This is an optimization exercise on Yosys and OpenROAD, whose aim is small area, a short achievable clock period and few clock cycles, not a production implementation. The RTL was checked by simulation tests, not by an equivalence proof against the original design. Power and IR drop assume default switching activity.

--- flow/config.mk ---
export PLATFORM = sky130hd
export DESIGN_NAME = multi_cycle_cpu
export DESIGN_NICKNAME = multi_cycle_cpu
export VERILOG_FILES = /design/flow/design.v
export SDC_FILE = /design/flow/constraint.sdc
export NUM_CORES = 4
export LEC_CHECK = 0
export CAP_MARGIN = 20
export CORE_MARGIN = 2
export CORE_UTILIZATION = 40
export PLACE_DENSITY = 0.6
export SETUP_SLACK_MARGIN = 0.5
export SLEW_MARGIN = 20
--- flow/constraint.sdc ---
create_clock -name core_clock -period 11.0 [get_ports {clk}]
set_input_delay 2.2000 -clock core_clock [delete_from_list [all_inputs] [get_ports {clk}]]
set_output_delay 2.2000 -clock core_clock [all_outputs]
set_load 0.01 [all_outputs]
--- flow/design.v ---
`default_nettype none
module cpu_alu (
    input wire [31:0] src_a,
    input wire [31:0] src_b,
    input wire [ 3:0] control,
    output reg signed [31:0] result,
    output reg carry,
    output reg borrow,
    output wire zero,
    output reg overflow,
    output wire neg,
    output reg lt
);
  wire signed [31:0] src_a_signed = src_a;
  wire signed [31:0] src_b_signed = src_b;
  wire [4:0] shamt = src_b[4:0];
  always @(*) begin
    carry    = 0;
    borrow   = 0;
    overflow = 0;
    lt       = 0;
    casez (control)
      4'b0000: {carry, result} = {1'b0, src_a} + {1'b0, src_b};
      4'b1000: begin
        {carry, result} = {1'b1, src_a} - {1'b0, src_b};
        borrow = ~carry;
        overflow = (src_a[31] != src_b[31]) && (result[31] != src_a[31]);
        lt = (result[31] ^ overflow);
      end
      4'b0001: result = src_a << shamt;
      4'b0010: result = {31'b0, src_a_signed < src_b_signed};
      4'b0011: result = {31'b0, src_a < src_b};
      4'b0100: result = src_a ^ src_b;
      4'b0101: result = src_a >> shamt;
      4'b1101: result = src_a_signed >>> shamt;
      4'b0110: result = src_a | src_b;
      4'b0111: result = src_a & src_b;
      4'b1001: result = src_a;
      4'b1010: result = src_b;
      4'b1111: result = 32'b0;
      default: result = 32'b0;
    endcase
  end
  assign zero = (result == 0);
  assign neg  = result[31];
endmodule
`default_nettype none
module cpu_imm_extend (
    input  wire [24:0] data,
    input  wire [ 2:0] imm_src,
    output reg  [31:0] imm_ext
);
  wire [11:0] imm_i = data[24:13];
  wire [11:0] imm_s = {data[24:18], data[4:0]};
  wire [12:0] imm_b = {data[24], data[0], data[23:18], data[4:1], 1'b0};
  wire [31:0] imm_u = {data[24:5], {12{1'b0}}};
  wire [20:0] imm_j = {data[24], data[12:5], data[13], data[23:14], 1'b0};
  always @(*) begin
    case (imm_src)
      3'd0: imm_ext = {{20{imm_i[11]}}, imm_i};
      3'd1: imm_ext = {{20{imm_s[11]}}, imm_s};
      3'd2: imm_ext = {{19{imm_b[12]}}, imm_b};
      3'd3: imm_ext = imm_u;
      3'd4: imm_ext = {{11{imm_j[20]}}, imm_j};
      default: imm_ext = 32'b0;
    endcase
  end
endmodule
`default_nettype none
module cpu_register_file (
    input wire clk,
    input wire rst_n,
    input wire [4:0] a1,
    input wire [4:0] a2,
    input wire [4:0] a3,
    input wire [31:0] wd3,
    input wire we3,
    output wire [31:0] rd1,
    output wire [31:0] rd2
);
  localparam REGS_SIZE = 32;
  reg [31:0] regs[0:REGS_SIZE-1];
  integer i;
  always @(posedge clk or negedge rst_n) begin
    if (!rst_n) begin
      for (i = 0; i < REGS_SIZE; i = i + 1) begin
        regs[i] <= 0;
      end
    end else begin
      if (we3 && a3 != 0) begin
        regs[a3] <= wd3;
      end
    end
  end
  assign rd1 = (a1 == 0) ? 0 : regs[a1];
  assign rd2 = (a2 == 0) ? 0 : regs[a2];
  generate
    genvar idx;
    for (idx = 0; idx < 32; idx = idx + 1) begin : g_register
      wire [31:0] val = regs[idx];
    end
  endgenerate
endmodule
`default_nettype none
module cpu_data_extend (
    input  wire [31:0] data,
    input  wire [ 2:0] control,
    output reg  [31:0] data_ext
);
  always @(*) begin
    case (control)
      3'b000:  data_ext = {{24{data[7]}}, data[7:0]};
      3'b001:  data_ext = {{16{data[15]}}, data[15:0]};
      3'b010:  data_ext = data;
      3'b100:  data_ext = {{24{1'b0}}, data[7:0]};
      3'b101:  data_ext = {{16{1'b0}}, data[15:0]};
      default: data_ext = 32'b0;
    endcase
  end
endmodule
`default_nettype none
module mcc_control (
    input wire clk,
    input wire rst_n,
    input wire [6:0] op,
    input wire [2:0] funct3,
    input wire [6:0] funct7,
    output reg [1:0] branch_type,
    output reg adr_src,
    output reg [3:0] mem_write,
    output reg ir_write,
    output reg [1:0] result_src,
    output reg [3:0] alu_control,
    output reg [1:0] alu_src_a,
    output reg [1:0] alu_src_b,
    output reg [2:0] imm_src,
    output reg reg_write,
    output reg [2:0] data_ext_control
);
  localparam S_FETCH = 3'd0;
  localparam S_DECODE = 3'd1;
  localparam S_EXECUTE = 3'd2;
  localparam S_WRITE = 3'd3;
  localparam S_MEM_READ = 3'd4;
  localparam OP_LOAD = 7'b0000011;
  localparam OP_ALU_IMM = 7'b0010011;
  localparam OP_AUIPC = 7'b0010111;
  localparam OP_STORE = 7'b0100011;
  localparam OP_ALU_RD = 7'b0110011;
  localparam OP_LUI = 7'b0110111;
  localparam OP_BRANCH = 7'b1100011;
  localparam OP_JALR = 7'b1100111;
  localparam OP_JAL = 7'b1101111;
  reg [2:0] state, next_state;
  always @(*) begin
    branch_type = 2'd0;
    adr_src = 1'd0;
    mem_write = 4'b0000;
    ir_write = 0;
    result_src = 2'd0;
    alu_control = 4'b0000;
    alu_src_a = 2'd0;
    alu_src_b = 2'd0;
    imm_src = 3'd0;
    reg_write = 0;
    data_ext_control = 3'b000;
    case (state)
      S_FETCH: begin
        adr_src = 1'd0;
        branch_type = 2'd1;
        ir_write = 1;
        alu_src_a = 2'd0;
        alu_src_b = 2'd2;
        alu_control = 4'b0000;
        result_src = 2'd2;
        next_state = S_DECODE;
      end
      S_DECODE: begin
        if (op == OP_BRANCH) begin
          imm_src = 3'd2;
          alu_src_a = 2'd1;
          alu_src_b = 2'd1;
          alu_control = 4'b0000;
        end else if (op == OP_AUIPC) begin
          imm_src = 3'd3;
          alu_src_a = 2'd1;
          alu_src_b = 2'd1;
          alu_control = 4'b0000;
        end else if (op == OP_JAL) begin
          imm_src = 3'd4;
          alu_src_a = 2'd1;
          alu_src_b = 2'd1;
          alu_control = 4'b0000;
        end
        next_state = S_EXECUTE;
      end
      S_EXECUTE: begin
        case (op)
          OP_LOAD: begin
            imm_src = 3'd0;
            alu_src_a = 2'd2;
            alu_src_b = 2'd1;
            alu_control = 4'b0000;
            next_state = S_MEM_READ;
          end
          OP_ALU_IMM: begin
            imm_src = 3'd0;
            alu_src_a = 2'd2;
            alu_src_b = 2'd1;
            alu_control = {(funct3 == 3'b101) ? funct7[5] : 1'b0, funct3};
            next_state = S_WRITE;
          end
          OP_AUIPC: begin
            result_src = 2'd0;
            reg_write  = 1;
            next_state = S_FETCH;
          end
          OP_STORE: begin
            imm_src = 3'd1;
            alu_src_a = 2'd2;
            alu_src_b = 2'd1;
            alu_control = 4'b0000;
            next_state = S_WRITE;
          end
          OP_ALU_RD: begin
            alu_src_a   = 2'd2;
            alu_src_b   = 2'd0;
            alu_control = {funct7[5], funct3};
            next_state  = S_WRITE;
          end
          OP_LUI: begin
            imm_src = 3'd3;
            alu_src_b = 2'd1;
            alu_control = 4'b1010;
            next_state = S_WRITE;
          end
          OP_BRANCH: begin
            alu_src_a   = 2'd2;
            alu_src_b   = 2'd0;
            alu_control = 4'b1000;
            branch_type = 2'd2;
            result_src  = 2'd0;
            next_state  = S_FETCH;
          end
          OP_JALR: begin
            imm_src = 3'd0;
            alu_src_a = 2'd2;
            alu_src_b = 2'd1;
            alu_control = 4'b0000;
            branch_type = 2'd1;
            result_src = 2'd2;
            next_state = S_WRITE;
          end
          OP_JAL: begin
            branch_type = 2'd1;
            result_src  = 2'd0;
            next_state  = S_WRITE;
          end
          default: next_state = S_FETCH;
        endcase
      end
      S_MEM_READ: begin
        result_src = 2'd0;
        adr_src = 1'd1;
        next_state = S_WRITE;
      end
      S_WRITE: begin
        case (op)
          OP_LOAD: begin
            result_src = 2'd1;
            data_ext_control = funct3;
            reg_write = 1;
          end
          OP_ALU_IMM, OP_ALU_RD: begin
            result_src = 2'd0;
            reg_write  = 1;
          end
          OP_STORE: begin
            result_src = 2'd0;
            adr_src = 1'd1;
            case (funct3)
              3'b000:  mem_write = 4'b0001;
              3'b001:  mem_write = 4'b0011;
              3'b010:  mem_write = 4'b1111;
              default: mem_write = 4'b0000;
            endcase
          end
          OP_LUI: begin
            result_src = 2'd0;
            reg_write  = 1;
          end
          OP_JALR, OP_JAL: begin
            alu_src_a   = 2'd1;
            alu_src_b   = 2'd2;
            alu_control = 4'b0000;
            result_src  = 2'd2;
            reg_write   = 1;
          end
          default: begin
          end
        endcase
        next_state = S_FETCH;
      end
      default: next_state = S_FETCH;
    endcase
  end
  always @(posedge clk or negedge rst_n) begin
    if (!rst_n) begin
      state <= S_FETCH;
    end else begin
      state <= next_state;
    end
  end
endmodule
module mcc_branch_logic (
    input wire [1:0] branch_type,
    input wire [2:0] funct3,
    input wire alu_zero,
    input wire alu_lt,
    input wire alu_borrow,
    output reg pc_write
);
  always @(*) begin
    case (branch_type)
      2'd0: pc_write = 0;
      2'd1: pc_write = 1;
      2'd2: begin
        case (funct3)
          3'b000:  pc_write = alu_zero;   
          3'b001:  pc_write = !alu_zero;   
          3'b100:  pc_write = alu_lt;   
          3'b101:  pc_write = !alu_lt;   
          3'b110:  pc_write = alu_borrow;   
          3'b111:  pc_write = !alu_borrow;   
          default: pc_write = 0;
        endcase
      end
      default: pc_write = 0;
    endcase
  end
endmodule
module multi_cycle_cpu (
    input wire clk,
    input wire rst_n,
    output wire [31:0] mem_addr,
    output wire [31:0] mem_wdata,
    output wire [ 3:0] mem_wenable,
    input  wire [31:0] mem_rdata
);
  reg [31:0] pc;
  reg [31:0] old_pc;
  reg [31:0] instr;
  reg [31:0] data;
  wire [1:0] branch_type;
  wire adr_src;
  wire ir_write;
  wire [1:0] result_src;
  wire [3:0] alu_control;
  wire [1:0] alu_src_a;
  wire [1:0] alu_src_b;
  wire [2:0] imm_src;
  wire reg_write;
  wire [2:0] data_ext_control;
  wire [2:0] funct3 = instr[14:12];
  mcc_control control (
      .clk  (clk),
      .rst_n(rst_n),
      .op(instr[6:0]),
      .funct3(funct3),
      .funct7(instr[31:25]),
      .branch_type(branch_type),
      .adr_src(adr_src),
      .mem_write(mem_wenable),
      .ir_write(ir_write),
      .result_src(result_src),
      .alu_control(alu_control),
      .alu_src_a(alu_src_a),
      .alu_src_b(alu_src_b),
      .imm_src(imm_src),
      .reg_write(reg_write),
      .data_ext_control(data_ext_control)
  );
  wire alu_zero;
  wire alu_lt;
  wire alu_borrow;
  wire pc_write;
  mcc_branch_logic branch_logic (
      .branch_type(branch_type),
      .funct3(funct3),
      .alu_zero(alu_zero),
      .alu_lt(alu_lt),
      .alu_borrow(alu_borrow),
      .pc_write(pc_write)
  );
  wire [31:0] imm_ext;
  cpu_imm_extend imm_extend (
      .data(instr[31:7]),
      .imm_src(imm_src),
      .imm_ext(imm_ext)
  );
  wire [31:0] data_ext;
  cpu_data_extend data_extend (
      .data(data),
      .control(data_ext_control),
      .data_ext(data_ext)
  );
  wire [31:0] rd1;
  wire [31:0] rd2;
  cpu_register_file register_file (
      .clk  (clk),
      .rst_n(rst_n),
      .a1(instr[19:15]),
      .a2(instr[24:20]),
      .a3(instr[11:7]),
      .rd1(rd1),
      .rd2(rd2),
      .we3(reg_write),
      .wd3(result)
  );
  reg  [31:0] rd1_buf;
  reg  [31:0] rd2_buf;
  reg  [31:0] src_a;
  reg  [31:0] src_b;
  wire [31:0] alu_result;
  cpu_alu alu (
      .src_a  (src_a),
      .src_b  (src_b),
      .control(alu_control),
      .result(alu_result),
      .zero(alu_zero),
      .lt(alu_lt),
      .borrow(alu_borrow)
  );
  reg [31:0] alu_out;
  reg [31:0] result;
  always @(*) begin
    case (alu_src_a)
      2'd0:     src_a = pc;
      2'd1: src_a = old_pc;
      2'd2:    src_a = rd1_buf;
      default:           src_a = 32'b0;
    endcase
    case (alu_src_b)
      2'd0: src_b = rd2_buf;
      2'd1: src_b = imm_ext;
      2'd2:   src_b = 4;
      default:        src_b = 32'b0;
    endcase
    case (result_src)
      2'd0:    result = alu_out;
      2'd1:       result = data_ext;
      2'd2: result = alu_result;
      default:                result = 32'b0;
    endcase
  end
  wire [31:0] pc_next = result;
  always @(posedge clk or negedge rst_n) begin
    if (!rst_n) begin
      pc <= 0;
    end else begin
      if (pc_write) begin
        pc <= pc_next & ~1;
      end
      if (ir_write) begin
        old_pc <= pc;
        instr  <= mem_rdata;
      end
      rd1_buf <= rd1;
      rd2_buf <= rd2;
      data <= mem_rdata;
      alu_out <= alu_result;
    end
  end
  assign mem_addr  = adr_src == 1'd0 ? pc : result;
  assign mem_wdata = rd2_buf;
endmodule
--- flow/run.sh ---
#!/bin/bash
# synth_recipe.tcl (not shown) runs the flow's synth.tcl, then flattens the netlist and writes it again
# the make line also repeats each setting of config.mk as NAME=value (left out here)
make -C /OpenROAD-flow-scripts/flow DESIGN_CONFIG=/design/flow/config.mk WORK_HOME=/design/flow/orfs CLKGATE_MAP_FILE= SYNTH_SCRIPT=/design/flow/synth_recipe.tcl finish
==> impl_metrics.yaml <==
synth:
  synth_compound_area_share_pct: 28.4
  ys_seq_elements: 1217
  synth_cell_types: 106
  synth_top_family_by_area: "compound AO/OA/AOI/OAI gates"
  synth.yosys.seq_area_share_pct: 47.8
  synth.top_cell.area_share_pct: 39.0
  yosys-top-cells-count: "dfrtp_1, a21oi_1, nand2_1"
  synthMostInstantiatedCell: "dfrtp_1"
  syn_inst: 7265
  synthAdderAreaFrac_pct: 2.05
  synth_area_leaders: "dfrtp_1, edfxtp_1, a21oi_1, nand2_1, nor2_1"
  yosys_warnings: 8
  synth-edff-count: 191
  yosys.area.top_type: "dfrtp_1"
  yosys_most_used_dff: "dfrtp_1"
  synth_simple_gate_area_share_pct: 14.6
  syn_area_per_cell_um2: 9.05
  syn_area_um2: 65800
  synthArstFlopShare_pct: 84.3
  post_synth_mux_area_share_pct: 1.89
  synthXorXnorAreaFrac_pct: 0.173
  syn-num-nets: 7405
final_layout:
  drive_above_1_share_pct: 11.1
  area_growth_pct: 14.5
  fin_cells: 9439
  nets: 7287
  fill_cells: 15600
  ff_latch_area_um2: 31400
  multi_input_area_um2: 32500
sta:
  worst_pin_slew_ns: 1.25
  hold_viol: 0
  fin_hold_ws_ns: 0.479
  period_share_pct: 96.5
  max_freq_mhz: 94.2
  fin_crit_ns: 10.62
  slew_viol_final: 0
  relSlewSlack_pct: 15.8
  rsz0062_at_grt: "yes"
  fin_tns_setup_ns: 0
  setup_viol: 0
  clock_skew_ns: 0.0389
global_route:
  grt_max_degree: 157
  grt_pass1_vias: 62900
  grt_util_all_layers_pct: 41.9
  antenna_found_initial: 30
  grt_overflow: 0
  grt_pass1_wl_mm: 498
floorplanning:
  die-area_um2: 168000
  core-area_um2: 163000
  die_w_um: 409
  io_pins: 102
  num_rows: 148
  initial_core_util_pct: 40.3
  die-height_um: 409
route:
  viasPerCell: 7.13
  wirelength_mm: 362
  ant_nets: 0
  drcViolationCount: 0
  post_drt_wl_per_cell_um: 38.4
  vias: 67300
  drt_iter0_markers: 13200
  dr.pass1.iters: 13
power_and_ir_drop:
  leakage_nw: 31.6
  peakVddDrop_uv: 243
  power_density_nw_per_um2: 238
  p_total_mw: 17.9
cts:
  cts.sinks: 1217
  cts-buffers-inserted: 131
  cts_hold_buf: 0
  clock_path_buffers: 3
  path_clk_slew_ns: 0.06
  cts_tree: "done"
  h-tree-depth: 4
  cts_root_buffer: "clkbuf_16"
  clkLatencyLatePin_ns: 0.81
worst_setup_path:
  critPathCaptureType: "primary output"
  cp_top_family: "compound AO/OA/AOI/OAI gates"
  crit_slowest_cell: "a2111o_1"
  worstPathArrival_ns: 8.42
  startpoint_type: "flip-flop"
  crit_type: "reg -> out"
  crit_buf_inv: 3
  cpPeakStageDelay_ns: 0.55
  worstPathMaxFanout: 8
  worstPathRequired_ns: 8.80
  critPathMostFrequentCell: "a21oi_2"
run:
  drv_cap: 0
min_path:
  hold_class: "reg -> reg"
place:
  dp.cells: 9153
  gp_congestion: 1.09
  dpl.hpwl_mm: 220
  port_buffers: 101
run_status:
  status: "complete, no violations"
## through the flow
step	setup slack (ns)	cell area, um^2	utilization (%)
floorplan	0.893	65800	-
global placement	0.169	69900	42.9
detailed placement	0.0961	69900	42.9
CTS	0.506	74700	45.8
global route	0.140	75200	46.2
finish	0.384	75300	46.2
## flip-flops by register name, summed over array words and instances (netlist names)
signal	count
register_file.regs	992
control.state	3
old_pc	31
pc	31
alu_out	32
rd1_buf	32
instr	32
rd2_buf	32
data	32
## routing by layer
layer / up-vias / GRT usage (%) / share of wire [%]
met5: - / 0.0575 / 0.13
met4: 38 / 32.0 / 9.8
met3: 1966 / 16.7 / 14
met2: 5836 / 59.8 / 41
met1: 32500 / 50.4 / 35
li1: 26900 / - / -
## worst reg2reg max path: stages (launching register included)
cell       delay, ns
edfxtp_1        0.42
buf_6           0.16
or3b_1          0.37
a2111o_1        0.55
nor2_4          0.23
a2111oi_4       0.08
a221o_2         0.38
buf_6           0.14
buf_4           0.25
fa_1            0.51
o21ba_2         0.26
o211ai_1        0.32
a21oi_1         0.19
o31ai_1         0.32
o22ai_1         0.14
o21ai_1         0.61
o311ai_0        0.29
a21oi_1         0.19
o2111ai_1       0.57
nor4_1          0.43
and3_1          0.64
nand4_1         0.64
o21a_1          0.38
o41ai_4         0.25
buf_4           0.39
mux2i_1         0.26
## kinds of logic (layout without fill, tap and decap cells)
family | Yosys count | count (layout)
multiplexers | 120 | 120
XOR/XNOR | 13 | 13
adder cells (fa/ha/maj) | 106 | 106
AND/OR/NAND/NOR | 2198 | 2198
AO/OA/AOI/OAI | 2789 | 2789
buffers and inverters | 822 | 804
other | 0 | 17
flip-flops | 1217 | 1217
## layout by cell type, fill, tap and decap left out, drive strengths merged, types with 16 or more instances in the layout
| master | netlist | final |
|---|---|---|
| or3 | 32 | 32 |
| nor3 | 178 | 178 |
| edfxtp | 191 | 191 |
| clkinv | 1 | 36 |
| a31oi | 26 | 26 |
| nor2 | 780 | 780 |
| nor4 | 20 | 20 |
| nand2b | 18 | 18 |
| a22oi | 335 | 335 |
| inv | 141 | 150 |
| a221oi | 303 | 303 |
| o221ai | 20 | 20 |
| diode | 0 | 17 |
| a211oi | 41 | 41 |
| clkbuf | 563 | 179 |
| clkdlybuf4s50 | 0 | 99 |
| o311ai | 16 | 16 |
| a22o | 256 | 256 |
| dfrtp | 1026 | 1026 |
| a21o | 34 | 34 |
| o21ai | 583 | 583 |
| a222oi | 94 | 94 |
| o31ai | 39 | 39 |
| o211ai | 41 | 41 |
| nand2 | 796 | 796 |
| a21oi | 836 | 836 |
| mux2i | 105 | 105 |
| a221o | 16 | 16 |
| nand4 | 150 | 150 |
| o211a | 17 | 17 |
| ha | 103 | 103 |
| or2 | 20 | 20 |
| buf | 117 | 326 |
| nand3 | 124 | 124 |
## cell type report
type	instances	share of cell area, %
repair buffers	429	4.93
diodes	17	0.0565
clock inverters	56	0.906
flip-flops and latches	1217	41.7
well taps	2175	3.62
inverters	142	0.715
multi-input cells	5226	43.2
clock buffers	177	4.88
## final timing paths
check	startpoint	to	slack (ns)	cells past startpoint
max	instr[5]$_DFFE_PP_	mem_addr[31]	0.38	32
min reg2reg	pc[21]$_DFFE_PN0P_	old_pc[21]$_DFFE_PP_	0.48	0
max in group asynchronous	rst_n	register_file.regs[9][28]$_DFFE_PN0P_	7.38	3
max reg2reg	instr[5]$_DFFE_PP_	pc[27]$_DFFE_PN0P_	1.95	25
min	pc[21]$_DFFE_PN0P_	old_pc[21]$_DFFE_PP_	0.48	0
min in group asynchronous	rst_n	register_file.regs[28][10]$_DFFE_PN0P_	1.39	1
## power by group
group | internal [mW] | switching [mW]
clock network | 2.56 | 1.98
registers | 4.91 | 0.260
logic | 2.22 | 5.96
## repair_timing
action | in CTS | in global routing
gates resized for setup | 57 | 67
pin swaps | 14 | 14
endpoints found under the setup margin | 10 | 20
setup buffers | 18 | 15
Testbench counts, summed over its fixed seeds: cycles 1,746,720.

-- what the ideal ports hide --
The flow's constraints put no driver on any port. The routed layout listed below was extracted and timed again, unchanged, in two steps. Step 1 (the two cells are an assumption about what drives the block):
set clk [get_ports {clk}]
set_driving_cell -lib_cell sky130_fd_sc_hd__clkbuf_16 $clk
set_driving_cell -lib_cell sky130_fd_sc_hd__buf_2 [delete_from_list [all_inputs] $clk]
Step 2 adds t to the input delays and takes it off the output delays; t is the mean of the earliest and latest rising clock arrival at the registers after step 1. Input paths then give back, and output paths get back, about the clock's delay inside the block. a / b / c = ideal ports / drivers / drivers and shift; a / b = the first two.
t (ns): 0.869
setup slack, ns: 0.384 / 0.304 / 1.174
hold slack, ns: 0.479 / 0.479 / 0.479
worst slew at a driven data input, ns: 0.09
After both steps setup and hold are still met in this run. For this run, drivers alone change the setup slack by -0.080 ns; drivers and shift together by +0.790 ns.
